Background: an optimization exercise with open tools, aiming at small area and a short achievable clock period. Do not read the settings as production practice.
At most, simulation tests tie the RTL to the original design; equivalence was not proved.
No functional check of the RTL was part of runs 1 to 7.
Power is estimated from default activity; no workload was simulated.

===== flow/standard.sh =====
#!/bin/bash
# synth_recipe.tcl (not shown) runs the flow's synth.tcl, then flattens the netlist and writes it again
# the make line also repeats each setting of config.mk as NAME=value (left out here)
make -C /OpenROAD-flow-scripts/flow DESIGN_CONFIG=/design/flow/config.mk WORK_HOME=/design/flow/orfs CLKGATE_MAP_FILE= SYNTH_SCRIPT=/design/flow/synth_recipe.tcl "${@:-finish}"

===== flow/constraint.sdc =====
create_clock -name core_clock -period 12.0 [get_ports {clk}]
set_input_delay 2.4000 -clock core_clock [delete_from_list [all_inputs] [get_ports {clk}]]
set_output_delay 2.4000 -clock core_clock [all_outputs]
set_load 0.01 [all_outputs]

===== flow/design.v =====
module p #(parameter DATA_WIDTH = 16, OUT_WIDTH = 32)
(
    input [DATA_WIDTH-1:0] a,
    input [DATA_WIDTH-1:0] b,
    output [OUT_WIDTH-1:0] c,
    output reg done,
    input clk,
    input rst
);
    localparam K = DATA_WIDTH;
    reg [K-1:0] hi;      
    reg [K-1:0] lo;      
    reg [K:0] pp;        
    reg pneg;            
    reg [2:0] cnt;
    assign c = {hi, lo};
    wire [2:0] bits = rst ? {b[1:0], 1'b0} : lo[3:1];
    wire one = bits[0] ^ bits[1];
    wire two = (bits[2] & ~bits[1] & ~bits[0]) | (~bits[2] & bits[1] & bits[0]);
    wire neg = bits[2];
    wire [K:0] m = one ? {a[K-1], a} : two ? {a, 1'b0} : {(K+1){1'b0}};
    wire [K+1:0] sum = {{2{hi[K-1]}}, hi} + {pp[K], pp} + pneg;
    always @(posedge clk) begin
        pp <= m ^ {(K+1){neg}};
        pneg <= neg;
        if (rst) begin
            hi <= 0;
            lo <= b;
            cnt <= 3'd0;
            done <= 1'b0;
        end else if (!done) begin
            hi <= sum[K+1:2];
            lo <= {sum[1:0], lo[K-1:2]};
            cnt <= cnt + 3'd1;
            done <= (cnt == 3'd7);
        end
    end
endmodule
`timescale 1ns / 1ps
module mac #(
    parameter DATA_WIDTH = 16,
              OUT_WIDTH = 32
)(
    input clk,
    input rst,
    input clr,
    input [DATA_WIDTH - 1: 0] a,
    input [DATA_WIDTH - 1: 0] b,
    output reg [OUT_WIDTH-1: 0] out
);
    wire ready;
    wire [OUT_WIDTH-1:0] pro;
    p #(.DATA_WIDTH(DATA_WIDTH), .OUT_WIDTH(OUT_WIDTH)) product (
        .a(a), .b(b), .c(pro), .done(ready), .clk(clk), .rst(rst)
    );
    always @(posedge clk) begin
        if (clr)
            out <= 0;
        else if (ready && !rst)
            out <= out + pro;
    end
endmodule

===== flow/config.mk =====
export PLATFORM = sky130hd
export DESIGN_NAME = mac
export DESIGN_NICKNAME = mac
export VERILOG_FILES = /design/flow/design.v
export SDC_FILE = /design/flow/constraint.sdc
export NUM_CORES = 4
export LEC_CHECK = 0
export CAP_MARGIN = 20
export CORE_MARGIN = 2
export CORE_UTILIZATION = 40
export SLEW_MARGIN = 20

===== flow/flow/run.sh =====
#!/bin/bash
# Standard ORFS layout (the standard.sh), with port buffers of a plain buffer
# cell and setup repair aiming further below the clock period. Make's full output
# goes to flow_make.log; ORFS keeps each tool's log under orfs/logs.
set -euo pipefail
bash standard.sh \
  "BUFFER_PORTS_ARGS=-buffer_cell sky130_fd_sc_hd__buf_2" \
  SETUP_SLACK_MARGIN=9.0 \
  finish > flow_make.log 2>&1

==> flow_summary.json, run 1 <==
{
  "hold_path_class": "reg2reg",
  "dieWidth_um": 124.0,
  "cp-start-kind": "primary input",
  "slew_headroom_pct": 53.02,
  "ys.flop_type": "dfxtp_1",
  "cpMostUsedCell": "buf_12",
  "clock_latency_ps": 350,
  "p_leak_nw": 3.578,
  "cts-root-buf": "clkbuf_16",
  "drc": 0,
  "synth_top_area_share_pct": 24.34,
  "gr-usage-all-layers_pct": 22.40,
  "vias": 5662,
  "cts_buffer_depth": 2,
  "critPathMaxStageDelay_ps": 210,
  "synth.avg_cell_area_um2": 8.491,
  "nets": 907,
  "cts_tree": "done",
  "synthCells": 678,
  "critPathMaxFanout": 7,
  "grt_max_degree": 40,
  "fp-row-count": 43,
  "synth_area_leader_cell": "dfxtp_1",
  "ir_drop_mv": 0.1028,
  "fillerInstances": 1174,
  "ys_top_cells_by_area": "dfxtp_1 24%, ha_1 11%, edfxtp_1 8.3%",
  "status": "timing/DRC/antenna clean",
  "end_kind": "flip-flop",
  "hpwl_um": 10640,
  "gr-total-overflow": 0,
  "finalCritPeriodShare_pct": 28.59,
  "grt_pass1_vias": 5386,
  "slowest_stage": "nor2_4",
  "synth-async-reset-ratio_pct": 0,
  "area_growth_pct": 45.58,
  "fin_setup_tns_ps": 0,
  "rsz0062_at_grt": "yes",
  "critical_path_required_ps": 12290,
  "ant_nets": 0,
  "ios": 67,
  "worstMarginPinSlew_ps": 695.7,
  "syn_area_mm2": 0.005757,
  "dpl.cell_count": 894,
  "routedWlPerCell_um": 17.58,
  "final_hold_viol_count": 0,
  "antenna_found_initial": 0,
  "synth.distinct_cells": 67,
  "initial_core_util_pct": 41.15,
  "via_per_inst": 5.634,
  "yosysSeqAreaShare_pct": 32.69,
  "syn_nets": 765,
  "drt_iter0_markers": 326,
  "portBuffers": 66,
  "synth-seq-cells": 86,
  "yosys_warnings": 2,
  "die-area_mm2": 0.01537,
  "synth_edf_count": 16,
  "diodes": 0,
  "mostFrequentLayoutCells": "56 x buf_6, 55 x nand2_1, 50 x a21oi_1",
  "fin_cells": 1005,
  "finalClockSkew_ps": 8.351,
  "die_h_um": 124.0,
  "cts.sinks": 86,
  "design.core.area_mm2": 0.01399,
  "numCtsBuffers": 9,
  "powerDensity_mw_per_mm2": 139.8,
  "grt_pass1_wl_um": 26490,
  "fin_crit_ps": 3431,
  "gp_congestion": 0.8519,
  "slew_violations": 0,
  "crit_chain": "buf_12, buf_12, nor2b_4, buf_12, inv_16, nor2_4, buf_6, buf_6, nand2_2, nor2_2, a221o_1",
  "drv_cap": 0,
  "cts_max_level": 3,
  "criticalPathCategory": "in2reg",
  "arrival_ps": 3720,
  "clk_pin_slew_worst_paths_ps": 70,
  "timing.fmax_mhz": 291.4,
  "final_common_cell": "buf_6",
  "dr.pass1.iters": 5,
  "power_mw": 1.172,
  "setup_viol": 0,
  "totalWireLength_um": 17670,
  "final_layout_size_suffix_gt1_share_pct": 39.76
}
[logic make-up after synthesis]
kind of cell    after synthesis  share of synthesized area [%]
fa+ha+maj                    52                          11.69
xor+xnor                     46                          6.998
buf+inv                      53                          3.695
simple gates                206                          17.08
compound gates              212                          23.56
mux                          23                          4.282
flops                        86                          32.69
[report_power, final]
group	total (mW)	switching (mW)	internal, mW
clock network	0.279	0.125	0.153
logic	0.506	0.277	0.229
registers	0.387	0.0406	0.346
total	1.17	0.443	0.729
[per-layer routing]
layer  GRT usage, %  vias up  wire [um]
li1               -     2778          -
met1          26.24     2669       7352
met2          39.66      179       8896
met3          5.449       36        970
met4          8.146        0        448
met5              0        -          0
[timing repair]
item	4_1_cts	5_1_grt
setup buffers	71	15
endpoints found under the setup margin	120	120
pin swaps	32	34
cloned	8	1
hold buffers	0	0
gates resized for setup	157	60
[path summary, 6_finish.rpt]
kind	slack, ps	cells past startpoint	end	startpoint
setup / recovery	8570	11	out[27]	rst
setup reg to reg	9060	9	out[27]	product.lo[1]
hold reg to reg	520	2	product.hi[8]	product.hi[8]
hold / removal	520	2	product.hi[8]	product.hi[8]
[cells in the mapped netlist (4+ instances only)]
cell type   n
a211oi_1    7
o21ai_0    40
o21ai_1     8
xnor2_1    35
nor2b_1    12
mux2_2     13
inv_1      19
a21oi_1    67
nand2_1    77
o21a_1      5
a211o_1     5
nand3_1    13
nand2b_1    4
o211ai_1    5
ha_1       49
nor3b_1     4
nand4_1     9
dfxtp_1    70
clkbuf_1   22
mux2i_1    10
a31o_2      4
buf_2       5
a22oi_1    15
nand3b_1    6
o21bai_1    4
a31oi_1     4
xor2_1     11
or3_1       8
a21o_1     17
nor2_1     46
nor3_1     12
buf_1       5
edfxtp_1   16
[final cells by class]
| type | instances | area [um2] | area share [%] |
|---|---|---|---|
| Inverter | 20 | 96.34 | 1.150 |
| Tap cell | 180 | 225.2 | 2.687 |
| Clock buffer | 10 | 250.2 | 2.986 |
| Clock inverter | 6 | 43.79 | 0.5225 |
| Timing Repair Buffer | 163 | 1687 | 20.13 |
| Multi-Input combinational cell | 539 | 4131 | 49.30 |
| Timing Repair inverter | 1 | 16.27 | 0.1941 |
| Sequential cell | 86 | 1931 | 23.04 |
[stage by stage]
stage / cell area (um2) / worst slack, ps / utilization (%) / hold WS (ps)
2_1_floorplan: 6052 / 8431 / - / 460.8
3_3_place_gp: 6364 / 7547 / 45.49 / 459.6
3_5_place_dp: 6364 / 7468 / 45.49 / 465.9
4_1_cts: 7996 / 8641 / 57.16 / 515.8
5_1_grt: 8381 / 8530 / 59.91 / 549.2
6_report: 8381 / 8569 / 59.91 / 522.7
[flip-flops by register name, indices dropped and copies added (netlist names)]
name and flops:
out 32, product.cnt 3, product.done 1, product.hi 16
product.lo 16, product.pneg 1, product.pp 17
[worst max-delay path, delay by kind of cell]
kind / cells / cell delay, ps
buffers and inverters: 6 / 670
AO/OA/AOI/OAI: 1 / 130
AND/OR/NAND/NOR: 4 / 510
==> run 2: changes to the inputs <==
--- a/flow/flow/run.sh
+++ b/flow/flow/run.sh
@@ -6,4 +6,4 @@
 bash standard.sh \
-  "BUFFER_PORTS_ARGS=-buffer_cell sky130_fd_sc_hd__buf_2" \
-  SETUP_SLACK_MARGIN=9.0 \
+  "BUFFER_PORTS_ARGS=-buffer_cell sky130_fd_sc_hd__buf_1" \
+  SETUP_SLACK_MARGIN=8.8 \
   finish > flow_make.log 2>&1
==> run 2 against run 1 <==
Compared with the run above: still clean; highest routed layer unchanged; non-clock buffer count down 13; area after synthesis is the same; cell count shrank 1.3%; critical endpoint is now product.pp[5]; global-route usage shrank 0.91 points.
==> flow_summary.json, run 2 <==
{
  "via_per_inst": 5.520,
  "drv_cap": 0,
  "finalClockSkew_ps": 6.277,
  "cts.sinks": 86,
  "die-area_mm2": 0.01537,
  "slew_headroom_pct": 52.48,
  "drc": 0,
  "ios": 67,
  "cp-start-kind": "primary input",
  "slew_violations": 0,
  "syn_nets": 765,
  "area_growth_pct": 37.71,
  "mostFrequentLayoutCells": "62 x nand2_1, 62 x a21oi_1, 59 x buf_4",
  "ff2ff_setup_slack_ps": 8980,
  "ys.flop_type": "dfxtp_1",
  "design.core.area_mm2": 0.01399,
  "multi_input_area_mm2": 0.003991,
  "critPathCapture": "product.pp[5]",
  "regMostFlops": "out",
  "synthTopCellsByCount": "77 x nand2_1, 70 x dfxtp_1, 67 x a21oi_1",
  "synth-async-reset-ratio_pct": 0,
  "yosys_warnings": 2,
  "gr-usage-all-layers_pct": 21.49,
  "die_h_um": 124.0,
  "p_leak_nw": 3.335,
  "grt_max_degree": 40,
  "fin_crit_ps": 3435,
  "dr.pass1.iters": 5,
  "criticalPathCategory": "in2reg",
  "portBuffers": 66,
  "ant_nets": 0,
  "final_layout_size_suffix_gt1_share_pct": 31.65,
  "ir_drop_mv": 0.08836,
  "arrival_ps": 3660,
  "final_hold_viol_count": 0,
  "status": "timing/DRC/antenna clean",
  "cts_tree": "done",
  "worstMarginPinSlew_ps": 703.5,
  "critical_path_required_ps": 12220,
  "cts_max_level": 3,
  "fp-row-count": 43,
  "whs_path_depth": 2,
  "routedWlPerCell_um": 16.35,
  "vias": 5476,
  "clk_pin_slew_worst_paths_ps": 60,
  "rsz0062_at_grt": "yes",
  "power_mw": 1.151,
  "synth_edf_count": 16,
  "dieWidth_um": 124.0,
  "syn_area_mm2": 0.005757,
  "totalWireLength_um": 16220,
  "setup_viol": 0,
  "powerDensity_mw_per_mm2": 145.2,
  "antenna_found_initial": 0,
  "synth_most_common_cell": "nand2_1",
  "finalCritPeriodShare_pct": 28.62,
  "seq_area_mm2": 0.001929,
  "gr-total-overflow": 0,
  "drt_iter0_markers": 238,
  "critPathMaxFanout": 8,
  "hold_buffers": 0,
  "largest_register_ffs": 32,
  "gp_congestion": 0.8722,
  "rr_worst_depth": 11,
  "diodes": 0,
  "fillerInstances": 1256,
  "initial_core_util_pct": 41.15,
  "fin_setup_tns_ps": 0,
  "synth-seq-cells": 86,
  "timing.fmax_mhz": 291.1,
  "crit_start": "rst",
  "numCtsBuffers": 9,
  "synth.avg_cell_area_um2": 8.491,
  "synth_top_area_share_pct": 24.34,
  "nets": 894,
  "grt_pass1_wl_um": 25650,
  "end_kind": "flip-flop",
  "reg2reg_to": "product.hi[8]",
  "reg2reg_from": "product.hi[0]",
  "synth_area_leader_cell": "dfxtp_1",
  "reg_top3": "out: 32 flops, product.pp: 17 flops",
  "yosysSeqAreaShare_pct": 32.69,
  "hold_path_class": "reg2reg",
  "ys_top_cells_by_area": "dfxtp_1 24%, ha_1 11%, edfxtp_1 8.3%",
  "cts_buffer_depth": 2,
  "grt_pass1_vias": 5156,
  "synth.distinct_cells": 67,
  "clock_latency_ps": 350,
  "hpwl_um": 10570,
  "cts-root-buf": "clkbuf_16",
  "synthCells": 678
}
-- run 2: cell count changes in the layout (fill, tap and decap cells not counted), sizes merged --
cell,delta
buf,-15
clkinv,+3
clkinvlp,-2
bufinv,+1
clkbuf,+1
inv,-1
-- run 2: logic make-up after synthesis --
family | count (synthesis) | share of synthesized area, %
AO/OA/AOI/OAI | 212 | 23.56
AND/OR/NAND/NOR | 206 | 17.08
flip-flops | 86 | 32.69
buffers and inverters | 53 | 3.695
adder cells (fa/ha/maj) | 52 | 11.69
XOR/XNOR | 46 | 6.998
multiplexers | 23 | 4.282
-- run 2: cell type report --
type / count / area share (%)
repair buffers: 150 / 17.42
inverters: 20 / 1.152
well taps: 180 / 2.841
multi-input cells: 539 / 50.35
clock buffers: 9 / 2.841
flip-flops and latches: 86 / 24.34
repair inverters: 1 / 0.1105
clock inverters: 7 / 0.9470
-- run 2: worst min-delay path by stage --
stage	from	end
finish	product.cnt[0]	product.cnt[0]
CTS	product.cnt[1]	product.cnt[1]
detailed placement	out[10]	out[10]
global placement	out[7]	out[7]
global route	product.cnt[2]	product.cnt[2]
floorplan	product.hi[8]	product.hi[8]
-- run 2: critical path: stages --
cell	delay [ps]
clkbuf_16	110
buf_12	130
mux2i_4	300
nand3_2	120
o31ai_4	80
buf_4	160
buf_12	120
a22oi_2	70
xnor2_2	140
-- run 2: per-layer routing --
layer	GRT usage, %	wire, um
met2	37.02	8015
met1	26.46	7036
met3	5.311	894
met5	0	0
met4	6.601	272
-- run 2: repair_timing --
action / CTS / global route
pin swaps: 14 / 31
cloned: 5 / 2
setup endpoints to repair: 117 / 73
buffers inserted: 54 / 20
resized for setup: 123 / 53
-- run 2: power by group --
| group | internal (mW) | total [mW] | switching, mW |
|---|---|---|---|
| logic | 0.213 | 0.479 | 0.266 |
| registers | 0.346 | 0.387 | 0.0406 |
| clock network | 0.162 | 0.285 | 0.123 |
-- run 2: through the flow --
stage,instances,cell area (um2),hold slack [ps],worst slack (ps),utilization [%]
3_3_place_gp,895,6290,462.5,7541,44.96
2_1_floorplan,678,6050,460.8,8431,-
5_1_grt,992,7928,566.0,8527,56.67
3_5_place_dp,895,6290,471.7,7425,44.96
4_1_cts,970,7541,514.7,8588,53.91
6_report,992,7928,517.5,8565,56.67
==> run 3: changes to the inputs <==
--- a/flow/design.v
+++ b/flow/design.v
@@ -21,3 +21,4 @@
     wire [K:0] m = one ? {a[K-1], a} : two ? {a, 1'b0} : {(K+1){1'b0}};
-    wire [K+1:0] sum = {{2{hi[K-1]}}, hi} + {pp[K], pp} + pneg;
+    wire [K+1:0] sum;
+    pfx_add #(.W(K+2)) stepadd (.x({{2{hi[K-1]}}, hi}), .y({pp[K], pp}), .ci(pneg), .s(sum));
     always @(posedge clk) begin
@@ -52,2 +53,3 @@
     wire [OUT_WIDTH-1:0] pro;
+    wire [OUT_WIDTH-1:0] acc;
     p #(.DATA_WIDTH(DATA_WIDTH), .OUT_WIDTH(OUT_WIDTH)) product (
@@ -55,2 +57,3 @@
     );
+    pfx_add #(.W(OUT_WIDTH)) accadd (.x(out), .y(pro), .ci(1'b0), .s(acc));
     always @(posedge clk) begin
@@ -59,4 +62,65 @@
         else if (ready && !rst)
-            out <= out + pro;
+            out <= acc;
     end
 endmodule
+module pfx_add #(parameter W = 32, KIND = 0) (
+    input [W-1:0] x,
+    input [W-1:0] y,
+    input ci,
+    output [W-1:0] s
+);
+    localparam L = $clog2(W);
+    wire [W-1:0] p0 = x ^ y;
+    wire [W-1:0] g0 = {x[W-1:1] & y[W-1:1], (x[0] & y[0]) | (p0[0] & ci)};
+    wire [W-1:0] g [0:2*L];
+    wire [W-1:0] pp [0:2*L];
+    assign g[0] = g0;
+    assign pp[0] = p0;
+    genvar l, i;
+    generate
+        if (KIND == 0) begin : skl
+            for (l = 0; l < L; l = l + 1) begin : lv
+                for (i = 0; i < W; i = i + 1) begin : bt
+                    if ((i >> l) & 1) begin : nd
+                        localparam J = ((i >> l) << l) - 1;
+                        assign g[l+1][i] = g[l][i] | (pp[l][i] & g[l][J]);
+                        assign pp[l+1][i] = pp[l][i] & pp[l][J];
+                    end else begin : th
+                        assign g[l+1][i] = g[l][i];
+                        assign pp[l+1][i] = pp[l][i];
+                    end
+                end
+            end
+            for (l = L; l < 2*L; l = l + 1) begin : pad
+                assign g[l+1] = g[l];
+                assign pp[l+1] = pp[l];
+            end
+        end else begin : bk
+            for (l = 0; l < L; l = l + 1) begin : up
+                for (i = 0; i < W; i = i + 1) begin : bt
+                    if (((i + 1) % (2 << l)) == 0) begin : nd
+                        assign g[l+1][i] = g[l][i] | (pp[l][i] & g[l][i - (1 << l)]);
+                        assign pp[l+1][i] = pp[l][i] & pp[l][i - (1 << l)];
+                    end else begin : th
+                        assign g[l+1][i] = g[l][i];
+                        assign pp[l+1][i] = pp[l][i];
+                    end
+                end
+            end
+            for (l = L - 2; l >= 0; l = l - 1) begin : dn
+                for (i = 0; i < W; i = i + 1) begin : bt
+                    if (((i + 1) % (2 << l)) == (1 << l) && i >= (2 << l)) begin : nd
+                        assign g[2*L-1-l][i] = g[2*L-2-l][i] | (pp[2*L-2-l][i] & g[2*L-2-l][i - (1 << l)]);
+                        assign pp[2*L-1-l][i] = pp[2*L-2-l][i] & pp[2*L-2-l][i - (1 << l)];
+                    end else begin : th
+                        assign g[2*L-1-l][i] = g[2*L-2-l][i];
+                        assign pp[2*L-1-l][i] = pp[2*L-2-l][i];
+                    end
+                end
+            end
+            assign g[2*L] = g[2*L-1];
+            assign pp[2*L] = pp[2*L-1];
+        end
+    endgenerate
+    assign s = p0 ^ {g[2*L][W-2:0], ci};
+endmodule
--- a/flow/flow/run.sh
+++ b/flow/flow/run.sh
@@ -7,3 +7,3 @@
   "BUFFER_PORTS_ARGS=-buffer_cell sky130_fd_sc_hd__buf_1" \
-  SETUP_SLACK_MARGIN=8.8 \
+  SETUP_SLACK_MARGIN=8.5 \
   finish > flow_make.log 2>&1
==> run 3 against run 2 <==
Compared with the run above: routed wire length decreased by 24%; non-clock buffer count decreased by 58; clock-buffer cell count is 3 higher; highest routed layer unchanged; clock power barely moved; area after synthesis down 12%; register-to-register slack got worse by 310 ps; die area down 12%; design area decreased by 21%; critical path depth is 1 higher; sequential share of layout area rose by 5.7 points; synthesized cell count is 22% lower.
==> flow_summary.json, run 3 <==
{
  "nets": 704,
  "fin_setup_tns_ps": 0,
  "totalWireLength_um": 12270,
  "ant_nets": 0,
  "yosysSeqAreaShare_pct": 37.21,
  "drc": 0,
  "antenna_found_initial": 0,
  "powerDensity_mw_per_mm2": 169.7,
  "portBuffers": 66,
  "p_clk_share_pct": 26.9,
  "power_frac_comb_pct": 36.0,
  "largest_register_ffs": 32,
  "crit_start": "rst",
  "area_growth_pct": 24.07,
  "power_mw": 1.065,
  "reg2reg_to": "product.hi[14]",
  "timing.fmax_mhz": 286.7,
  "final_common_cell": "dfxtp_1",
  "status": "timing/DRC/antenna clean",
  "hpwl_um": 8270,
  "cts.sinks": 86,
  "ff2ff_setup_slack_ps": 8670,
  "rsz0062_at_grt": "yes",
  "mostFrequentLayoutCells": "69 x dfxtp_1, 65 x buf_1, 53 x nand2_1",
  "finalCritPeriodShare_pct": 29.06,
  "dr.pass1.iters": 5,
  "fillerInstances": 1139,
  "gr-usage-all-layers_pct": 17.87,
  "die_h_um": 116.4,
  "reg_top3": "out: 32 flops, product.pp: 17 flops",
  "die-area_mm2": 0.01356,
  "diodes": 0,
  "synthTopCellsByCount": "70 x dfxtp_1, 53 x nand2_1, 46 x ha_1",
  "final_layout_size_suffix_gt1_share_pct": 15.42,
  "fin_util_pct": 50.34,
  "reg2reg_from": "product.hi[0]",
  "clk_pin_slew_worst_paths_ps": 60,
  "critical_path_required_ps": 12220,
  "hold_path_class": "reg2reg",
  "slew_headroom_pct": 33.68,
  "cts_buffer_depth": 2,
  "netSwitchingPower_mw": 0.3649,
  "synth_area_leader_cell": "dfxtp_1",
  "via_per_inst": 5.226,
  "ios": 67,
  "grt_pass1_vias": 3913,
  "cp-start-kind": "primary input",
  "setup_viol": 0,
  "stdcell_area_mm2": 0.006275,
  "routedWlPerCell_um": 15.57,
  "synthCells": 529,
  "ys.flop_type": "dfxtp_1",
  "synth.distinct_cells": 55,
  "dpl_cell_area_mm2": 0.005555,
  "yosys_warnings": 4,
  "synth-seq-cells": 86,
  "fp-row-count": 41,
  "synth_most_common_cell": "dfxtp_1",
  "sw_frac_of_total_pct": 34.27,
  "synth.avg_cell_area_um2": 9.560,
  "ys_top_cells_by_area": "dfxtp_1 28%, ha_1 11%, edfxtp_1 9.5%",
  "grt_max_degree": 38,
  "final_hold_viol_count": 0,
  "syn_area_mm2": 0.005057,
  "synth_edf_count": 16,
  "clock_latency_ps": 340,
  "worstMarginPinSlew_ps": 993.4,
  "regMostFlops": "out",
  "cts_max_level": 3,
  "criticalPathCategory": "in2reg",
  "initial_core_util_pct": 40.57,
  "gr-total-overflow": 0,
  "slew_violations": 0,
  "end_kind": "flip-flop",
  "p_leak_nw": 2.581,
  "synth-async-reset-ratio_pct": 0,
  "finalClockSkew_ps": 6.210,
  "cts_tree": "done",
  "rr_worst_depth": 15,
  "design.core.area_mm2": 0.01247,
  "synth_top_area_share_pct": 27.71,
  "cts-root-buf": "clkbuf_16",
  "fin_crit_ps": 3488,
  "dieWidth_um": 116.4,
  "gp_congestion": 0.8554,
  "pwr-share-seq_pct": 37.0,
  "ir_drop_mv": 0.07881,
  "drt_iter0_markers": 204,
  "vias": 4118,
  "drv_cap": 0,
  "grt_pass1_wl_um": 18670,
  "syn_nets": 622,
  "critPathMaxFanout": 5,
  "hold_buffers": 0,
  "multi_input_area_mm2": 0.003157,
  "numCtsBuffers": 9,
  "internal-power_mw": 0.7000,
  "seq_area_mm2": 0.001883,
  "critPathCapture": "out[31]",
  "arrival_ps": 3710
}
==> run 3: final cells by class <==
type                    count  share of cell area, %
multi-input cells         396                  50.31
flip-flops and latches     86                  30.01
repair buffers             92                  9.631
clock buffers              12                  4.606
well taps                 172                  3.430
inverters                  26                  1.635
clock inverters             4                 0.3789
==> run 3: logic make-up after synthesis <==
logic type,Yosys count,share of synthesized area [%]
adder cells (fa/ha/maj),58,16.13
AND/OR/NAND/NOR,131,11.73
flip-flops,86,37.21
multiplexers,18,3.860
XOR/XNOR,48,8.313
AO/OA/AOI/OAI,141,19.20
buffers and inverters,47,3.562
==> run 3: critical path: stages <==
cell      delay, ps
buf_12          100
buf_12          130
nor2b_4         160
clkinv_4         90
buf_12          140
o41ai_4         290
a31oi_1          80
o211ai_1        130
xnor2_1         140
nor2_1           60
==> run 3: per-layer routing <==
layer / up-vias / global-route usage, % / share of wire [%]
li1: 2052 / - / -
met1: 1972 / 23.18 / 46
met2: 82 / 29.69 / 48
met3: 12 / 3.166 / 4.1
met4: 0 / 6.984 / 1.4
met5: - / 0 / 0
==> run 3: timing repair <==
item,in CTS,in global routing
gates cloned,1,4
setup endpoints to repair,62,19
pin swaps,2,9
resized for setup,13,18
buffers inserted,2,15
==> run 3: worst min-delay path by stage <==
stage               slack [ps]           start        endpoint  cells past startpoint
detailed placement         470          out[7]          out[7]                      2
CTS                        480          out[7]          out[7]                      2
finish                     470          out[7]          out[7]                      2
global route               500          out[9]          out[9]                      2
floorplan                  450  product.hi[12]  product.hi[12]                      2
global placement           460          out[7]          out[7]                      2
==> run 3: power groups by stage <==
stage	registers [mW]	logic, mW	clock network [mW]
CTS	0.393	0.362	0.293
finish	0.394	0.384	0.287
global route	0.400	0.431	0.308
detailed placement	0.399	0.351	0
floorplan	0.378	0.293	0
global placement	0.398	0.339	0
==> run 3: stage by stage <==
| stage | worst slack, ps | std cells | hold WS, ps |
|---|---|---|---|
| detailed placement | 7592 | 750 | 467.6 |
| floorplan | 8531 | 529 | 450.4 |
| global route | 8420 | 788 | 502.2 |
| finish | 8512 | 788 | 471.8 |
| CTS | 8446 | 769 | 475.6 |
| global placement | 7660 | 750 | 462.9 |
==> run 4: changes to the inputs <==
--- a/flow/design.v
+++ b/flow/design.v
@@ -65,3 +65,3 @@
 endmodule
-module pfx_add #(parameter W = 32, KIND = 0) (
+module pfx_add #(parameter W = 32, KIND = 1) (
     input [W-1:0] x,
==> run 4 against run 3 <==
Compared with the run above: largest cell class unchanged; sequential cell count is the same; design area shrank 4.4%; highest routed layer unchanged; largest power group unchanged; core utilization shrank 0.82 points.
==> flow_summary.json, run 4 <==
{
  "cts_tree": "done",
  "cts_buffer_depth": 2,
  "hold_buffers": 0,
  "stdcell_area_mm2": 0.005997,
  "fin_setup_tns_ps": 0,
  "critPathMaxFanout": 16,
  "timing.fmax_mhz": 290.4,
  "crit_chain": "clkbuf_4, buf_12, nand2_1, o21ai_2, o31ai_4, buf_12, a22oi_1, xnor2_1",
  "hold_path_class": "reg2reg",
  "yosysSeqAreaShare_pct": 37.65,
  "fin_cells": 749,
  "dr.pass1.iters": 5,
  "dpl_cell_area_mm2": 0.005451,
  "power_mw": 1.044,
  "ant_nets": 0,
  "totalWireLength_um": 10970,
  "grt_pass1_vias": 3659,
  "via_per_inst": 5.011,
  "setup_viol": 0,
  "synth_edf_count": 16,
  "fin_crit_ps": 3443,
  "numCtsBuffers": 9,
  "finalClockSkew_ps": 6.045,
  "grt_max_degree": 47,
  "critPathMaxStageDelay_ps": 280,
  "synth-async-reset-ratio_pct": 0,
  "drt_iter0_markers": 150,
  "reg_top3": "out: 32 flops, product.pp: 17 flops",
  "die-area_mm2": 0.01341,
  "synth.distinct_cells": 42,
  "clock_latency_ps": 340,
  "vias": 3753,
  "cts_max_level": 3,
  "initial_core_util_pct": 41.27,
  "critical_path_required_ps": 12210,
  "ys_top_cells_by_area": "dfxtp_1 28%, ha_1 11%, fa_1 11%",
  "p_leak_nw": 2.421,
  "synth_top_area_share_pct": 28.04,
  "syn_nets": 612,
  "dpl.cell_count": 723,
  "cpMostUsedCell": "buf_12",
  "gr-total-overflow": 0,
  "grt_pass1_wl_um": 17640,
  "clk_pin_slew_worst_paths_ps": 60,
  "regMostFlops": "out",
  "fillerInstances": 1142,
  "arrival_ps": 3650,
  "slowest_stage": "o31ai_4",
  "reg2reg_from": "product.hi[0]",
  "reg2reg_to": "product.hi[14]",
  "nets": 683,
  "synth.avg_cell_area_um2": 9.898,
  "largest_register_ffs": 32,
  "ios": 67,
  "finalCritPeriodShare_pct": 28.69,
  "end_kind": "flip-flop",
  "dieWidth_um": 115.8,
  "synth_most_common_cell": "dfxtp_1",
  "slew_headroom_pct": 68.53,
  "final_hold_viol_count": 0,
  "slew_violations": 0,
  "criticalPathCategory": "in2reg",
  "gp_congestion": 0.7712,
  "final_layout_size_suffix_gt1_share_pct": 9.466,
  "design.core.area_mm2": 0.01211,
  "whs_path_depth": 2,
  "drc": 0,
  "hpwl_um": 7712,
  "cts.sinks": 86,
  "powerDensity_mw_per_mm2": 174.0,
  "cp-start-kind": "primary input",
  "diodes": 0,
  "final_common_cell": "dfxtp_1",
  "drv_cap": 0,
  "rr_worst_depth": 14,
  "synthTopCellsByCount": "70 x dfxtp_1, 51 x nand2_1, 45 x a21oi_1, 45 x ha_1, 45 x nor2_1",
  "fp-row-count": 40,
  "mostFrequentLayoutCells": "70 x dfxtp_1, 65 x buf_1, 51 x nand2_1",
  "gr-usage-all-layers_pct": 16.86,
  "synth-seq-cells": 86,
  "area_growth_pct": 19.97,
  "rsz0062_at_grt": "yes",
  "die_h_um": 115.8,
  "ff2ff_setup_slack_ps": 8710,
  "antenna_found_initial": 0,
  "synth_area_leader_cell": "dfxtp_1",
  "status": "timing/DRC/antenna clean",
  "synthCells": 505,
  "syn_area_mm2": 0.004999,
  "cts-root-buf": "clkbuf_16",
  "ir_drop_mv": 0.09319,
  "worstMarginPinSlew_ps": 471.4,
  "yosys_warnings": 4,
  "hold_end": "out[5]",
  "routedWlPerCell_um": 14.65,
  "portBuffers": 66,
  "ys.flop_type": "dfxtp_1",
  "holdCritStartpoint": "out[5]"
}
==> run 4: layout make-up <==
type,count,area [um2],share of cell area [%]
clock buffers,13,260.3,4.340
clock inverters,3,41.29,0.6885
inverters,30,112.6,1.878
multi-input cells,368,3025,50.45
flip-flops and latches,86,1882,31.38
well taps,168,210.2,3.505
repair buffers,81,465.4,7.761
==> run 4: cell families after synthesis <==
| kind of cell | synth area share, % |
|---|---|
| compound gates | 16.00 |
| simple gates | 9.211 |
| flops | 37.65 |
| fa+ha+maj | 22.08 |
| buf+inv | 3.880 |
| xor+xnor | 7.184 |
| mux | 4.005 |
==> run 4: per-layer routing <==
metal / routed length [um] / track usage [%] / share of wire (%)
met5: 0 / 0 / 0
met3: 352 / 2.667 / 3.2
met4: 177 / 6.270 / 1.6
met2: 4969 / 26.55 / 45
met1: 5471 / 23.55 / 50
==> run 4: per-stage QoR <==
step	utilization, %	setup WS [ps]	hold slack, ps
3_3_place_gp	45.01	7778	459.1
5_1_grt	49.51	8493	496.5
4_1_cts	48.23	8502	477.3
3_5_place_dp	45.01	7713	468.6
6_report	49.51	8557	476.3
2_1_floorplan	-	8458	467.6
==> run 4: how the worst max path moves through the flow <==
stage / slack [ps] / to / cells past startpoint / from
2_1_floorplan: 8460 / product.pp[11] / 6 / rst
3_3_place_gp: 7780 / product.pp[15] / 6 / rst
3_5_place_dp: 7710 / product.pp[4] / 6 / rst
4_1_cts: 8500 / product.pp[4] / 8 / rst
5_1_grt: 8490 / product.pp[11] / 8 / rst
6_report: 8560 / product.pp[4] / 8 / rst
==> run 4: worst max-delay path: cells and delay by family <==
kind,cells,cell delay (ps)
buffers and inverters,3,490
AO/OA/AOI/OAI,3,460
XOR/XNOR,1,150
AND/OR/NAND/NOR,1,130
==> run 4: timing repair <==
| action | in CTS | in global routing |
|---|---|---|
| cloned | 1 | 2 |
| resized for setup | 7 | 14 |
| setup buffers | 2 | 5 |
| setup endpoints to repair | 54 | 55 |
| pin swaps | 4 | 7 |
==> run 4: where the power goes <==
part | internal [mW] | switching (mW) | total (mW)
Clock | 0.173 | 0.115 | 0.287
Sequential | 0.346 | 0.0538 | 0.400
Combinational | 0.177 | 0.179 | 0.356
Total | 0.696 | 0.347 | 1.04
==> run 5: changes to the inputs <==
--- a/flow/config.mk
+++ b/flow/config.mk
@@ -7,2 +7,3 @@
 export LEC_CHECK = 0
+export ABC_AREA = 1
 export CAP_MARGIN = 20
==> run 5 against run 4 <==
Compared with the run above: still clean; largest power group unchanged; clock-buffer cell count decreased by 1; clock power decreased by 3%; register-to-register slack gained 290 ps; first-iteration DRC count grew 42%; design area decreased by 2.1%; global-route usage shrank 0.53 points; critical path depth is 1 higher.
==> flow_summary.json, run 5 <==
{
  "status": "timing/DRC/antenna clean",
  "cts.sinks": 86,
  "final_common_cell": "nand2_1",
  "vias": 4010,
  "syn_area_mm2": 0.005139,
  "criticalPathCategory": "in2reg",
  "fin_util_pct": 46.69,
  "final_hold_viol_count": 0,
  "end_kind": "flip-flop",
  "synth_edf_count": 16,
  "reg2reg_to": "out[31]",
  "hold_path_class": "reg2reg",
  "synthTopCellsByCount": "108 x nand2_1, 70 x dfxtp_1, 62 x o21ai_0",
  "routedWlPerCell_um": 12.80,
  "whs_path_depth": 2,
  "die-area_mm2": 0.01377,
  "drv_cap": 0,
  "arrival_ps": 3620,
  "cts-root-buf": "clkbuf_16",
  "rsz0062_at_grt": "no",
  "synth_mux_area_share_pct": 0,
  "slew_headroom_pct": 43.02,
  "via_per_inst": 4.814,
  "drc": 0,
  "fin_setup_tns_ps": 0,
  "grt_pass1_wl_um": 18450,
  "final_layout_size_suffix_gt1_share_pct": 4.992,
  "cp-start-kind": "primary input",
  "p_leak_nw": 2.724,
  "setup_viol": 0,
  "timing.fmax_mhz": 295.1,
  "drt_iter0_markers": 213,
  "grt_pass1_vias": 3896,
  "stdcell_area_mm2": 0.005868,
  "nets": 763,
  "clk_pin_slew_worst_paths_ps": 70,
  "ir_drop_mv": 0.07198,
  "synth_xor_area_share_pct": 6.647,
  "largest_register_ffs": 32,
  "fin_cells": 833,
  "design.core.area_mm2": 0.01257,
  "slew_violations": 0,
  "antenna_found_initial": 0,
  "die_h_um": 117.3,
  "grt_max_degree": 56,
  "hold_end": "out[31]",
  "diodes": 0,
  "synthAdderAreaFrac_pct": 21.48,
  "setup_ws_ps": 8611,
  "gr-total-overflow": 0,
  "synth-seq-cells": 86,
  "dieWidth_um": 117.3,
  "synth_top_family_by_area": "adder cells",
  "synth_top_area_share_pct": 27.27,
  "dpl_cell_area_mm2": 0.005495,
  "gr-usage-all-layers_pct": 16.33,
  "portBuffers": 66,
  "synth_compound_area_share_pct": 13.51,
  "syn_nets": 707,
  "hpwl_um": 8035,
  "cts_setup_buffers": 0,
  "dpl.cell_count": 817,
  "synth-async-reset-ratio_pct": 0,
  "ios": 67,
  "synth.avg_cell_area_um2": 8.564,
  "critical_path_required_ps": 12230,
  "fillerInstances": 1242,
  "cts_max_level": 3,
  "fp-row-count": 41,
  "totalWireLength_um": 10670,
  "powerDensity_mw_per_mm2": 162.3,
  "synth_most_common_cell": "nand2_1",
  "hold_buffers": 0,
  "regMostFlops": "out",
  "ys_top_cells_by_area": "dfxtp_1 27%, ha_1 11%, fa_1 11%",
  "holdCritStartpoint": "out[31]",
  "worstMarginPinSlew_ps": 853.7,
  "mostFrequentLayoutCells": "108 x nand2_1, 70 x dfxtp_1, 65 x buf_1",
  "rr_worst_depth": 19,
  "yosys.area_share.simple_pct": 14.85,
  "gp_congestion": 0.8146,
  "finalCritPeriodShare_pct": 28.24,
  "cts_tree": "done",
  "ant_nets": 0,
  "ys.flop_type": "dfxtp_1",
  "ff2ff_setup_slack_ps": 9000,
  "clock_latency_ps": 340,
  "finalClockSkew_ps": 8.107,
  "area_growth_pct": 14.20,
  "reg_top3": "out: 32 flops, product.pp: 17 flops",
  "dp_worst_setup_slack_ps": 7348,
  "fin_crit_ps": 3389,
  "synth_area_leader_cell": "dfxtp_1",
  "synth.distinct_cells": 34,
  "yosysSeqAreaShare_pct": 36.62,
  "dr.pass1.iters": 4,
  "numCtsBuffers": 9,
  "yosys_warnings": 4,
  "reg2reg_from": "product.lo[0]",
  "cts_buffer_depth": 2,
  "synthCells": 600,
  "initial_core_util_pct": 40.89,
  "critPathMaxFanout": 34
}
[run 5: how the worst max path moves through the flow]
| stage | start | end | depth (start not counted) |
|---|---|---|---|
| 6_report | rst | product.pp[4] | 9 |
| 5_1_grt | rst | product.pp[16] | 9 |
| 4_1_cts | rst | product.pp[16] | 9 |
| 3_5_place_dp | rst | product.pp[4] | 9 |
| 3_3_place_gp | rst | product.pp[15] | 9 |
| 2_1_floorplan | rst | product.pp[11] | 10 |
[run 5: critical path: stages]
cell and delay (ps):
buf_12 180, inv_12 80, nand2_1 160, nand2_8 170, nand2_1 160, o21ai_4 80
nand2_4 130, nand2_1 90, xnor2_1 130
[run 5: per-layer routing]
metal,track usage (%),vias to the layer above,part of all wire [%]
met5,0,-,0
met4,4.744,0,1.2
met3,3.064,11,3.5
met2,28.25,69,48
met1,20.78,1866,47
li1,-,2064,-
[run 5: area by class of cell]
type	instances	area, um2	area share, %
multi-input cells	429	2938	50.06
flip-flops and latches	86	1882	32.07
repair buffers	67	284.0	4.840
clock buffers	12	267.8	4.563
inverters	63	254.0	4.328
well taps	172	215.2	3.667
clock inverters	4	27.53	0.4691
[run 5: cell families after synthesis]
group	Yosys count
compound gates	130
xor+xnor	39
fa+ha+maj	72
buf+inv	85
flops	86
simple gates	188
[run 5: power breakdown]
part	total, mW	switching, mW	leakage, nW	internal [mW]
logic	0.282	0.158	1.83	0.124
registers	0.392	0.0478	0.751	0.345
clock network	0.278	0.119	0.144	0.159
[run 5: per-stage QoR]
stage / power, mW / hold WS [ps]
floorplan: 0.6108 / 459.2
global placement: 0.6655 / 456.1
detailed placement: 0.6793 / 474.7
CTS: 0.9602 / 484.0
global route: 1.028 / 512.2
finish: 0.9523 / 479.2
[run 5: timing repair]
action                     in CTS  in global routing
setup endpoints to repair      67                 17
gates resized for setup        14                  3
cloned                          0                  0
==> run 6: changes to the inputs <==
--- a/flow/config.mk
+++ b/flow/config.mk
@@ -7,3 +7,2 @@
 export LEC_CHECK = 0
-export ABC_AREA = 1
 export CAP_MARGIN = 20
@@ -11,2 +10,4 @@
 export CORE_UTILIZATION = 40
+export CTS_BUF_LIST = sky130_fd_sc_hd__clkbuf_4 sky130_fd_sc_hd__clkbuf_8
+export CTS_CLUSTER_SIZE = 40
 export SLEW_MARGIN = 20
==> run 6 against run 5 <==
Compared with the run above: maximum frequency down 1.4%; first-iteration DRC count decreased by 45%; clock-buffer cell count increased by 1; global-route usage is 0.28 points higher; register-to-register slack worse by 300 ps; still clean on timing, DRC and antenna; design area grew 0.79%; critical path type unchanged; via count fell by 6.4%; area after synthesis fell by 2.7%; worst hold slack barely moved; synthesized cell count shrank 16%; non-clock buffer count up 15; die area is 2.6% lower; highest routed layer unchanged.
==> flow_summary.json, run 6 <==
{
  "synth_most_common_cell": "dfxtp_1",
  "fin_setup_tns_ps": 0,
  "setup_ws_ps": 8563,
  "finalClockSkew_ps": 11.12,
  "grt.met3_usage_pct": 3.295,
  "synth.distinct_cells": 42,
  "initial_core_util_pct": 41.27,
  "synth_top_family_by_area": "adder cells",
  "status": "timing/DRC/antenna clean",
  "gr-total-overflow": 0,
  "slew_headroom_pct": 68.56,
  "critical_path_required_ps": 12240,
  "dp_worst_setup_slack_ps": 7713,
  "portBuffers": 66,
  "cts_buffer_depth": 2,
  "netSwitchingPower_mw": 0.3412,
  "grt_pass1_vias": 3602,
  "synth-seq-cells": 86,
  "power_frac_comb_pct": 37.1,
  "synth_mux_area_share_pct": 4.005,
  "hold_end": "out[5]",
  "hpwl_um": 7712,
  "ios": 67,
  "worstMarginPinSlew_ps": 470.9,
  "routedWlPerCell_um": 14.75,
  "dpl.cell_count": 723,
  "synth_edf_count": 16,
  "ys_top_cells_by_area": "dfxtp_1 28%, ha_1 11%, fa_1 11%",
  "hold_path_class": "reg2reg",
  "cts-root-buf": "clkbuf_8",
  "reg_top3": "out: 32 flops, product.pp: 17 flops",
  "drt_iter0_markers": 117,
  "gr-usage-all-layers_pct": 16.61,
  "largest_register_ffs": 32,
  "rr_worst_depth": 13,
  "p_leak_nw": 2.379,
  "ff2ff_setup_slack_ps": 8700,
  "die_h_um": 115.8,
  "grtUsageMet1_pct": 23.06,
  "gp_congestion": 0.7712,
  "slew_violations": 0,
  "syn_nets": 612,
  "holdCritStartpoint": "out[5]",
  "dieWidth_um": 115.8,
  "final_layout_size_suffix_gt1_share_pct": 10.14,
  "synth.avg_cell_area_um2": 9.898,
  "ant_nets": 0,
  "vias": 3754,
  "mostFrequentLayoutCells": "70 x dfxtp_1, 65 x buf_1, 51 x nand2_1",
  "regMostFlops": "out",
  "end_kind": "flip-flop",
  "final_hold_viol_count": 0,
  "finalCritPeriodShare_pct": 28.64,
  "via_per_inst": 5.005,
  "cts_tree": "done",
  "yosys_warnings": 4,
  "pwr-share-seq_pct": 40.7,
  "cts_max_level": 3,
  "ys.flop_type": "dfxtp_1",
  "grt_max_degree": 47,
  "synth-async-reset-ratio_pct": 0,
  "timing.fmax_mhz": 291.0,
  "internal-power_mw": 0.6406,
  "yosysSeqAreaShare_pct": 37.65,
  "critPathMaxFanout": 16,
  "design.core.area_mm2": 0.01211,
  "whs_path_depth": 2,
  "arrival_ps": 3680,
  "numCtsBuffers": 9,
  "drc": 0,
  "syn_area_mm2": 0.004999,
  "die-area_mm2": 0.01341,
  "p_clk_share_pct": 22.2,
  "synth_compound_area_share_pct": 15.99,
  "cts.sinks": 86,
  "synth_xor_area_share_pct": 7.184,
  "area_growth_pct": 18.32,
  "fp-row-count": 40,
  "synth_area_leader_cell": "dfxtp_1",
  "dr.pass1.iters": 4,
  "fin_crit_ps": 3437,
  "reg2reg_from": "product.lo[0]",
  "grt_pass1_wl_um": 17390,
  "diodes": 0,
  "clk_pin_slew_worst_paths_ps": 80,
  "cp-start-kind": "primary input",
  "rsz0062_at_grt": "no",
  "criticalPathCategory": "in2reg",
  "sw_frac_of_total_pct": 34.76,
  "synthAdderAreaFrac_pct": 22.08,
  "synthCells": 505,
  "nets": 684,
  "fin_cells": 750,
  "yosys.area_share.simple_pct": 9.212,
  "totalWireLength_um": 11060,
  "ir_drop_mv": 0.07228,
  "powerDensity_mw_per_mm2": 166.0,
  "drv_cap": 0,
  "final_common_cell": "dfxtp_1",
  "reg2reg_to": "out[31]",
  "antenna_found_initial": 0,
  "grt_util_met2_pct": 26.16,
  "busiest_layer": "met2",
  "clock_latency_ps": 370,
  "synth_top_area_share_pct": 28.04,
  "synthTopCellsByCount": "70 x dfxtp_1, 51 x nand2_1, 45 x a21oi_1, 45 x ha_1, 45 x nor2_1",
  "setup_viol": 0
}
-- run 6: cell count changes in the layout (fill, tap and decap cells not counted), moves of 11 or more --
cell / previous run / this run
a22oi_1: 0 / 14
inv_1: 58 / 28
xnor2_1: 19 / 40
xor2_1: 20 / 1
a21o_1: 4 / 15
nor2_1: 59 / 45
a211oi_1: 1 / 14
nand2_1: 108 / 51
o21ai_0: 62 / 10
-- run 6: power groups by stage --
stage / combinational, mW / clock (mW) / sequential (mW)
finish: 0.364 / 0.218 / 0.399
CTS: 0.342 / 0.223 / 0.398
floorplan: 0.277 / 0 / 0.385
detailed placement: 0.331 / 0 / 0.405
global route: 0.414 / 0.234 / 0.407
global placement: 0.319 / 0 / 0.403
-- run 6: logic make-up (layout without fill, tap and decap cells) --
group	count (synthesis)	in the layout
buf+inv	51	128
simple gates	112	112
fa+ha+maj	72	72
xor+xnor	41	41
mux	19	19
flops	86	86
compound gates	124	124
-- run 6: cell type report --
| cell class | instances | area (um2) |
|---|---|---|
| fill | 1149 | 6197 |
| multi-input combinational | 368 | 3033 |
| sequential | 86 | 1882 |
| timing repair buffer | 82 | 469.2 |
| tap | 168 | 210.2 |
| clock buffer | 13 | 166.4 |
| inverter | 30 | 112.6 |
| clock inverter | 3 | 41.29 |
-- run 6: worst max path at each step --
stage                           to  slack, ps  cells past startpoint  startpoint
floorplan           product.pp[11]       8460                      6         rst
CTS                  product.pp[4]       8510                      8         rst
global placement    product.pp[15]       7780                      6         rst
detailed placement   product.pp[4]       7710                      6         rst
finish               product.pp[7]       8560                      8         rst
global route        product.pp[11]       8510                      8         rst
-- run 6: routing by layer --
layer  wire length (um)  vias to the layer above  share of wire, %
li1                   -                     1885                 -
met1               5416                     1793                49
met2               5045                       67                46
met3                469                        9               4.2
met4                127                        0               1.1
met5                  0                        -                 0
-- run 6: through the flow --
step	total power, mW	utilization, %	hold slack (ps)	instance area, um2
after detailed placement	0.7361	45.01	468.6	5451
after CTS	0.9636	47.19	480.3	5715
after global placement	0.7218	45.01	459.1	5451
final	0.9818	48.83	479.4	5914
after global routing	1.054	48.83	501.5	5914
after floorplan	0.6611	-	467.6	5080
-- run 6: critical path, cell delays in order --
cell and delay, ps:
clkbuf_4 170, buf_12 170, nand2_1 140, o21ai_2 110, o31ai_4 280, buf_12 170
a22oi_1 80, xnor2_1 150
-- run 6: what timing repair did --
item                       4_1_cts  5_1_grt
resized for setup                8       17
gates cloned                     0        3
setup endpoints to repair       54       53
hold buffers                     0        0
buffers inserted                 1        7
hold endpoints to repair         0        0
pin swaps                        4       10
==> run 7: changes to the inputs <==
==> flow/design.v (replaced) <==
module p #(parameter DATA_WIDTH = 16, OUT_WIDTH = 32)
(
    input [DATA_WIDTH-1:0] a,
    input [DATA_WIDTH-1:0] b,
    output [OUT_WIDTH-1:0] c,
    output reg done,
    input clk,
    input rst
);
    localparam K = DATA_WIDTH;
    reg [K-1:0] hi;      
    reg [K-1:0] lo;      
    reg [K:0] pp;        
    reg pneg;            
    reg [2:0] cnt;
    assign c = {hi, lo};
    wire one_l = lo[1] ^ lo[2];
    wire two_l = (lo[3] & ~lo[2] & ~lo[1]) | (~lo[3] & lo[2] & lo[1]);
    wire one = rst ? b[0] : one_l;
    wire two = rst ? (b[1] & ~b[0]) : two_l;
    wire neg = rst ? b[1] : lo[3];
    wire [K:0] m = one ? {a[K-1], a} : two ? {a, 1'b0} : {(K+1){1'b0}};
    wire [K+1:0] sum;
    pfx_add #(.W(K+2)) stepadd (.x({{2{hi[K-1]}}, hi}), .y({pp[K], pp}), .ci(pneg), .s(sum));
    always @(posedge clk) begin
        pp <= m ^ {(K+1){neg}};
        pneg <= neg;
        if (rst) begin
            hi <= 0;
            lo <= b;
            cnt <= 3'd0;
            done <= 1'b0;
        end else if (!done) begin
            hi <= sum[K+1:2];
            lo <= {sum[1:0], lo[K-1:2]};
            cnt <= cnt + 3'd1;
            done <= (cnt == 3'd7);
        end
    end
endmodule
`timescale 1ns / 1ps
module mac #(
    parameter DATA_WIDTH = 16,
              OUT_WIDTH = 32
)(
    input clk,
    input rst,
    input clr,
    input [DATA_WIDTH - 1: 0] a,
    input [DATA_WIDTH - 1: 0] b,
    output reg [OUT_WIDTH-1: 0] out
);
    wire ready;
    wire [OUT_WIDTH-1:0] pro;
    wire [OUT_WIDTH-1:0] acc;
    p #(.DATA_WIDTH(DATA_WIDTH), .OUT_WIDTH(OUT_WIDTH)) product (
        .a(a), .b(b), .c(pro), .done(ready), .clk(clk), .rst(rst)
    );
    pfx_add #(.W(OUT_WIDTH)) accadd (.x(out), .y(pro), .ci(1'b0), .s(acc));
    always @(posedge clk) begin
        if (clr)
            out <= 0;
        else if (ready && !rst)
            out <= acc;
    end
endmodule
module pfx_add #(parameter W = 32, KIND = 1) (
    input [W-1:0] x,
    input [W-1:0] y,
    input ci,
    output [W-1:0] s
);
    localparam L = (W <= 2) ? 1 : (W <= 4) ? 2 : (W <= 8) ? 3 : (W <= 16) ? 4 : (W <= 32) ? 5 : 6;
    wire [W-1:0] p0 = x ^ y;
    wire [W-1:0] g0 = {x[W-1:1] & y[W-1:1], (x[0] & y[0]) | (p0[0] & ci)};
    reg [W-1:0] g, pg;
    integer l, i, j;
    always @* begin
        g = g0;
        pg = p0;
        if (KIND == 0) begin
            for (l = 0; l < L; l = l + 1)
                for (i = 0; i < W; i = i + 1)
                    if ((i >> l) & 1) begin
                        j = ((i >> l) << l) - 1;
                        g[i] = g[i] | (pg[i] & g[j]);
                        pg[i] = pg[i] & pg[j];
                    end
        end else begin
            for (l = 0; l < L; l = l + 1)
                for (i = 0; i < W; i = i + 1)
                    if (((i + 1) % (2 << l)) == 0) begin
                        g[i] = g[i] | (pg[i] & g[i - (1 << l)]);
                        pg[i] = pg[i] & pg[i - (1 << l)];
                    end
            for (l = L - 2; l >= 0; l = l - 1)
                for (i = 0; i < W; i = i + 1)
                    if (((i + 1) % (2 << l)) == (1 << l) && i >= (2 << l)) begin
                        g[i] = g[i] | (pg[i] & g[i - (1 << l)]);
                        pg[i] = pg[i] & pg[i - (1 << l)];
                    end
        end
    end
    assign s = p0 ^ {g[W-2:0], ci};
endmodule
--- a/flow/config.mk
+++ b/flow/config.mk
@@ -7,2 +7,3 @@
 export LEC_CHECK = 0
+export ABC_AREA = 1
 export CAP_MARGIN = 20
==> run 7 against run 6 <==
Compared with the run above: still clean on timing, DRC and antenna; worst setup slack got worse by 30 ps; first-iteration DRC count rose by 100%; die area rose by 3.0%; routed wire length rose by 4.3%; critical path type unchanged; largest cell class unchanged; largest power group unchanged.
==> flow_summary.json, run 7 <==
{
  "largest_register_ffs": 32,
  "mostFrequentLayoutCells": "142 x nand2_1, 70 x dfxtp_1, 66 x buf_1",
  "criticalPathCategory": "in2reg",
  "die_h_um": 117.5,
  "dpl.cell_count": 828,
  "synthCells": 609,
  "cts_tree": "done",
  "drv_cap": 0,
  "slew_violations": 0,
  "nets": 781,
  "timing.fmax_mhz": 288.5,
  "clk_pin_slew_worst_paths_ps": 80,
  "synth_edf_count": 16,
  "synth_xor_area_share_pct": 6.629,
  "setup_ws_ps": 8533,
  "area_growth_pct": 13.96,
  "power_frac_comb_pct": 31.7,
  "grt_pass1_vias": 3919,
  "power_mw": 0.8668,
  "drt_iter0_markers": 239,
  "final_layout_size_suffix_gt1_share_pct": 5.744,
  "slowest_stage": "nand4_1",
  "diodes": 0,
  "finalClockSkew_ps": 15.28,
  "critical_path_required_ps": 12280,
  "yosys.area_share.simple_pct": 17.05,
  "grt_util_met2_pct": 27.41,
  "stdcell_area_mm2": 0.005872,
  "arrival_ps": 3750,
  "rr_worst_depth": 19,
  "synth.avg_cell_area_um2": 8.460,
  "gp_congestion": 0.7915,
  "fin_cells": 851,
  "synthAdderAreaFrac_pct": 21.42,
  "synth_top_family_by_area": "adder cells",
  "gr-total-overflow": 0,
  "ant_nets": 0,
  "final_hold_viol_count": 0,
  "fin_setup_tns_ps": 0,
  "setup_viol": 0,
  "dpl_cell_area_mm2": 0.005525,
  "grt_pass1_wl_um": 18720,
  "hpwl_um": 8320,
  "syn_area_mm2": 0.005152,
  "p_leak_nw": 2.754,
  "yosys_warnings": 4,
  "whs_path_depth": 2,
  "gr-usage-all-layers_pct": 16.77,
  "portBuffers": 66,
  "crit_start": "rst",
  "vias": 4115,
  "fin_util_pct": 46.53,
  "status": "timing/DRC/antenna clean",
  "timing.hold.ws_ps": 485.0,
  "routedWlPerCell_um": 13.55,
  "synth_mux_area_share_pct": 0,
  "finalCritPeriodShare_pct": 28.89,
  "regMostFlops": "out",
  "numCtsBuffers": 9,
  "powerDensity_mw_per_mm2": 147.6,
  "cts_max_level": 3,
  "grt.met3_usage_pct": 3.924,
  "busiest_layer": "met2",
  "synth.distinct_cells": 33,
  "syn_nets": 716,
  "design.core.area_mm2": 0.01262,
  "antenna_found_initial": 0,
  "synth_area_leader_cell": "dfxtp_1",
  "fp-row-count": 41,
  "internal-power_mw": 0.5553,
  "critPathMaxFanout": 37,
  "end_kind": "flip-flop",
  "fillerInstances": 1239,
  "die-area_mm2": 0.01381,
  "synth_most_common_cell": "nand2_1",
  "rsz0062_at_grt": "yes",
  "holdCritStartpoint": "out[31]",
  "initial_core_util_pct": 40.83,
  "dp_worst_setup_slack_ps": 7742,
  "synth-async-reset-ratio_pct": 0,
  "worstMarginPinSlew_ps": 856.1,
  "cts_buffer_depth": 2,
  "synth-seq-cells": 86,
  "fin_crit_ps": 3467,
  "synthTopCellsByCount": "142 x nand2_1, 70 x dfxtp_1, 59 x nor2_1",
  "final_common_cell": "nand2_1",
  "reg_top3": "out: 32 flops, product.pp: 17 flops",
  "dieWidth_um": 117.5,
  "ys.flop_type": "dfxtp_1",
  "dr.pass1.iters": 4,
  "clock_latency_ps": 370,
  "cp-start-kind": "primary input",
  "pwr-share-seq_pct": 45.2,
  "reg2reg_from": "product.lo[0]",
  "cts.sinks": 86,
  "ys_top_cells_by_area": "dfxtp_1 27%, ha_1 11%, fa_1 10%",
  "netSwitchingPower_mw": 0.3114,
  "slew_headroom_pct": 42.86,
  "ios": 67,
  "totalWireLength_um": 11530,
  "critPathMaxStageDelay_ps": 250,
  "synth_top_area_share_pct": 27.20,
  "yosysSeqAreaShare_pct": 36.52,
  "grt_max_degree": 56,
  "cts-root-buf": "clkbuf_8",
  "p_clk_share_pct": 23.1,
  "hold_path_class": "reg2reg",
  "synth_compound_area_share_pct": 12.36,
  "via_per_inst": 4.835,
  "grtUsageMet1_pct": 21.86,
  "sw_frac_of_total_pct": 35.93,
  "drc": 0,
  "crit_chain": "buf_1, buf_12, clkinvlp_4, nand4_1, o2111ai_4, nand2_1, xor2_1",
  "ir_drop_mv": 0.06785
}
[run 7: cell count changes after synthesis, moves of 15 or more]
cell / change
xnor2_1: -35
xor2_1: +33
a22oi_1: -15
nand2_1: +91
o21ai_0: +48
inv_1: +21
[run 7: final cells by class]
| class | count | area, um2 | share of cell area [%] |
|---|---|---|---|
| multi-input cells | 449 | 2992 | 50.95 |
| flip-flops and latches | 86 | 1882 | 32.05 |
| repair buffers | 73 | 372.9 | 6.350 |
| inverters | 54 | 216.5 | 3.686 |
| well taps | 172 | 215.2 | 3.665 |
| clock buffers | 13 | 172.7 | 2.941 |
| clock inverters | 3 | 16.27 | 0.2770 |
| repair inverters | 1 | 5.005 | 0.08523 |
[run 7: kinds of logic (layout without fill, tap and decap cells)]
kind of cell / Yosys count / after routing
xor+xnor: 39 / 39
fa+ha+maj: 72 / 72
simple gates: 221 / 221
compound gates: 116 / 117
flops: 86 / 86
buf+inv: 75 / 144
[run 7: what timing repair did]
item                       CTS  global route
pin swaps                    0             2
setup endpoints to repair   41            18
cloned                       2             2
buffers inserted             1             2
hold buffers                 0             0
gates resized for setup      6             7
[run 7: per-layer routing]
| metal | wire (um) | share of wire, % | vias to the layer above |
|---|---|---|---|
| met5 | 0 | 0 | - |
| met4 | 89 | 0.77 | 0 |
| met3 | 534 | 4.6 | 5 |
| met2 | 5517 | 48 | 84 |
| met1 | 5388 | 47 | 1909 |
| li1 | - | - | 2117 |
[run 7: critical path, delay by kind of cell]
kind / cells / cell delay, ps
and+or+nand+nor: 2 / 380
buffers and inverters: 3 / 550
xor gates and xnor gates: 1 / 170
AOI/OAI and AO/OA: 1 / 230
[run 7: power groups by stage]
| stage | sequential, mW | clock (mW) | combinational (mW) |
|---|---|---|---|
| finish | 0.392 | 0.200 | 0.275 |
| global route | 0.398 | 0.218 | 0.323 |
| CTS | 0.392 | 0.208 | 0.276 |
| detailed placement | 0.398 | 0 | 0.272 |
| global placement | 0.396 | 0 | 0.256 |
| floorplan | 0.379 | 0 | 0.218 |
[run 7: worst paths after layout]
path	to	slack, ps
max	product.pp[13]	8530
min	out[31]	490
max reg2reg	out[31]	8980
min reg2reg	out[31]	490
==> run 8: changes to the inputs <==
--- a/flow/design.v
+++ b/flow/design.v
@@ -16,7 +16,6 @@
     assign c = {hi, lo};
-    wire one_l = lo[1] ^ lo[2];
-    wire two_l = (lo[3] & ~lo[2] & ~lo[1]) | (~lo[3] & lo[2] & lo[1]);
-    wire one = rst ? b[0] : one_l;
-    wire two = rst ? (b[1] & ~b[0]) : two_l;
-    wire neg = rst ? b[1] : lo[3];
+    wire [2:0] bits = rst ? {b[1:0], 1'b0} : lo[3:1];
+    wire one = bits[0] ^ bits[1];
+    wire two = (bits[2] & ~bits[1] & ~bits[0]) | (~bits[2] & bits[1] & bits[0]);
+    wire neg = bits[2];
     wire [K:0] m = one ? {a[K-1], a} : two ? {a, 1'b0} : {(K+1){1'b0}};
--- a/flow/flow/run.sh
+++ b/flow/flow/run.sh
@@ -7,3 +7,3 @@
   "BUFFER_PORTS_ARGS=-buffer_cell sky130_fd_sc_hd__buf_1" \
-  SETUP_SLACK_MARGIN=8.5 \
+  SETUP_SLACK_MARGIN=8.65 \
   finish > flow_make.log 2>&1
==> run 8 against run 7 <==
Compared with the run above: cell count grew 2.5%; first-iteration DRC count grew 1.7%; via count grew 4.7%; core utilization grew 6.0 points; highest routed layer unchanged; critical endpoint unchanged; combinational power grew 25%; critical path depth grew 6.
==> flow_summary.json, run 8 <==
{
  "portBuffers": 66,
  "via_per_inst": 4.940,
  "status": "timing/DRC/antenna clean",
  "synth_area_leader_cell": "dfxtp_1",
  "nets": 802,
  "design.core.area_mm2": 0.01257,
  "final_layout_size_suffix_gt1_share_pct": 20.00,
  "fin_setup_tns_ps": 0,
  "mostFrequentLayoutCells": "86 x nand2_1, 58 x nor2_1, 57 x inv_1, 57 x buf_1, 56 x o21ai_0",
  "antenna_found_initial": 0,
  "fin_crit_ps": 3448,
  "cts_buffer_depth": 2,
  "critical_path_required_ps": 12260,
  "synth-seq-cells": 86,
  "totalWireLength_um": 12840,
  "finalCritPeriodShare_pct": 28.73,
  "routedWlPerCell_um": 14.73,
  "synth.distinct_cells": 34,
  "ys.flop_type": "dfxtp_1",
  "grt_pass1_wl_um": 21480,
  "hold_buffers": 0,
  "critPathMaxStageDelay_ps": 140,
  "gp_congestion": 0.8201,
  "grt_max_degree": 33,
  "reg_top3": "out: 32 flops, product.pp: 17 flops",
  "gr-usage-all-layers_pct": 19.31,
  "worstMarginPinSlew_ps": 757.5,
  "vias": 4308,
  "clock_latency_ps": 370,
  "finalClockSkew_ps": 15.23,
  "cp_top_family": "buffers and inverters",
  "synth_edf_count": 16,
  "ios": 67,
  "timing.hold.ws_ps": 475.6,
  "final_hold_viol_count": 0,
  "slowest_stage": "nor2_4",
  "grt_pass1_vias": 4382,
  "yosys_warnings": 4,
  "crit_chain": "clkbuf_16, buf_12, buf_12, inv_16, nand2_8, nor2_4, inv_4, nand2_8, buf_12, inv_8, o21ai_4, nand2_4, xnor2_2",
  "regMostFlops": "out",
  "fp-row-count": 41,
  "cts_tree": "done",
  "arrival_ps": 3710,
  "drv_cap": 0,
  "drc": 0,
  "diodes": 0,
  "slew_violations": 0,
  "synth-async-reset-ratio_pct": 0,
  "criticalPathCategory": "in2reg",
  "cp-start-kind": "primary input",
  "hpwl_um": 8088,
  "initial_core_util_pct": 40.89,
  "synthCells": 600,
  "dr.pass1.iters": 4,
  "dieWidth_um": 117.3,
  "synth_most_common_cell": "nand2_1",
  "syn_nets": 707,
  "powerDensity_mw_per_mm2": 149.8,
  "clk_pin_slew_worst_paths_ps": 80,
  "die-area_mm2": 0.01377,
  "synthTopCellsByCount": "108 x nand2_1, 70 x dfxtp_1, 62 x o21ai_0",
  "synth_top_area_share_pct": 27.27,
  "hold_path_class": "reg2reg",
  "drt_iter0_markers": 243,
  "syn_area_mm2": 0.005139,
  "area_growth_pct": 28.46,
  "crit_buf_inv": 7,
  "cts-root-buf": "clkbuf_8",
  "final_common_cell": "nand2_1",
  "p_leak_nw": 3.065,
  "gr-total-overflow": 0,
  "cpMostUsedCell": "buf_12",
  "die_h_um": 117.3,
  "numCtsBuffers": 9,
  "end_kind": "flip-flop",
  "ff2ff_setup_slack_ps": 8970,
  "largest_register_ffs": 32,
  "rsz0062_at_grt": "yes",
  "yosysSeqAreaShare_pct": 36.62,
  "cts.sinks": 86,
  "cts_max_level": 3,
  "critPathMaxFanout": 7,
  "ys_top_cells_by_area": "dfxtp_1 27%, ha_1 11%, fa_1 11%",
  "ir_drop_mv": 0.06821,
  "setup_viol": 0,
  "slew_headroom_pct": 49.43,
  "ant_nets": 0,
  "synth.avg_cell_area_um2": 8.564,
  "timing.fmax_mhz": 290.0
}
## run 8: cell count changes after synthesis, moves of 2 or more
cell | previous run | this run
xor2_1 | 34 | 20
nand2_1 | 142 | 108
inv_1 | 50 | 58
o21ai_0 | 58 | 62
o22ai_1 | 0 | 2
xnor2_1 | 5 | 19
nand2_2 | 1 | 4
o21ai_1 | 1 | 8
## run 8: worst paths after layout
| path | from | to | cells after the start |
|---|---|---|---|
| setup / recovery | rst | product.pp[13] | 13 |
| hold reg to reg | out[31] | out[31] | 2 |
| hold / removal | out[31] | out[31] | 2 |
| setup reg to reg | product.lo[3] | out[31] | 17 |
## run 8: tightest hold or removal path: stages (launching register included)
cell and delay [ps]:
dfxtp_1 320, inv_1 60, a21oi_1 60
## run 8: through the flow
stage	setup WS [ps]	power [mW]	utilization (%)	instances	cell area (um2)
after global routing	8480	1.061	52.52	872	6601
final	8552	0.9892	52.52	872	6601
after global placement	7450	0.6657	43.78	817	5503
after CTS	8528	0.9865	51.20	864	6435
after floorplan	8534	0.6131	-	600	5161
after detailed placement	7407	0.6829	43.78	817	5503
## run 8: where the power goes
| group | total, mW | switching [mW] | internal, mW | leakage, nW |
|---|---|---|---|---|
| clock | 0.254 | 0.105 | 0.148 | 0.127 |
| sequential | 0.393 | 0.0493 | 0.344 | 0.760 |
| combinational | 0.343 | 0.188 | 0.155 | 2.18 |
## run 8: timing repair
item,CTS,global route
gates resized for setup,94,32
setup buffers,21,8
endpoints found under the setup margin,77,54
pin swaps,26,9
cloned,10,0
## run 8: cells by family after synthesis
group                      Yosys count  share of synthesized area, %
xor gates and xnor gates            39                         6.647
and+or+nand+nor                    188                         14.85
DFF                                 86                         36.62
buffers and inverters               85                         6.891
adders and majority gates           72                         21.48
AOI/OAI and AO/OA                  130                         13.51
## run 8: routing by layer
layer	up-vias	global-route usage [%]	share of wire [%]
met5	-	0	0
met4	0	7.380	1.3
met3	16	3.405	4.5
met2	96	34.28	51
met1	2043	23.25	43
li1	2153	-	-
## run 8: layout make-up
cell class | count | area, um2
tap | 172 | 215.2
inverter | 63 | 269.0
multi-input combinational | 435 | 3303
fill | 1169 | 5967
timing repair buffer | 98 | 641.9
sequential | 86 | 1909
clock inverter | 4 | 95.09
clock buffer | 12 | 152.6
timing repair inverter | 2 | 15.01

## afterwards: timing with drivers on the ports
No port has a modelled driver above. Below, the same layouts with a new extraction and two added sets of constraints.
Step 1: set_driving_cell puts a clkbuf_16 on clk and a buf_2 on each other input, an assumption about the parent block.
Step 2 moves the port delays by t, midway between the first and last clock arrival at a register: inputs arrive t later, outputs are due t later. That takes back most of the time a late clock gives input paths.
Three values: ideal, step 1, step 2; two values: the first two.
| run | shift t [ns] | setup slack, ns | hold slack, ns |
|---|---|---|---|
| run 1 | 0.389 | 8.569 / 8.561 / 8.172 | 0.523 / 0.523 / 0.523 |
| run 2 | 0.392 | 8.565 / 8.547 / 8.155 | 0.517 / 0.517 / 0.517 |
| run 3 | 0.379 | 8.512 / 8.508 / 8.129 | 0.472 / 0.472 / 0.472 |
| run 4 | 0.373 | 8.557 / 8.573 / 8.200 | 0.476 / 0.476 / 0.476 |
| run 5 | 0.377 | 8.611 / 8.588 / 8.211 | 0.479 / 0.479 / 0.479 |
| run 6 | 0.394 | 8.563 / 8.576 / 8.182 | 0.479 / 0.479 / 0.479 |
| run 7 | 0.398 | 8.533 / 8.545 / 8.147 | 0.485 / 0.485 / 0.485 |
| run 8 | 0.400 | 8.552 / 8.547 / 8.147 | 0.476 / 0.476 / 0.476 |
After both steps every run listed still meets setup and hold. The setup slack of run 2, which loses most, moves by -0.018 ns with the drivers and by -0.410 ns with both steps.
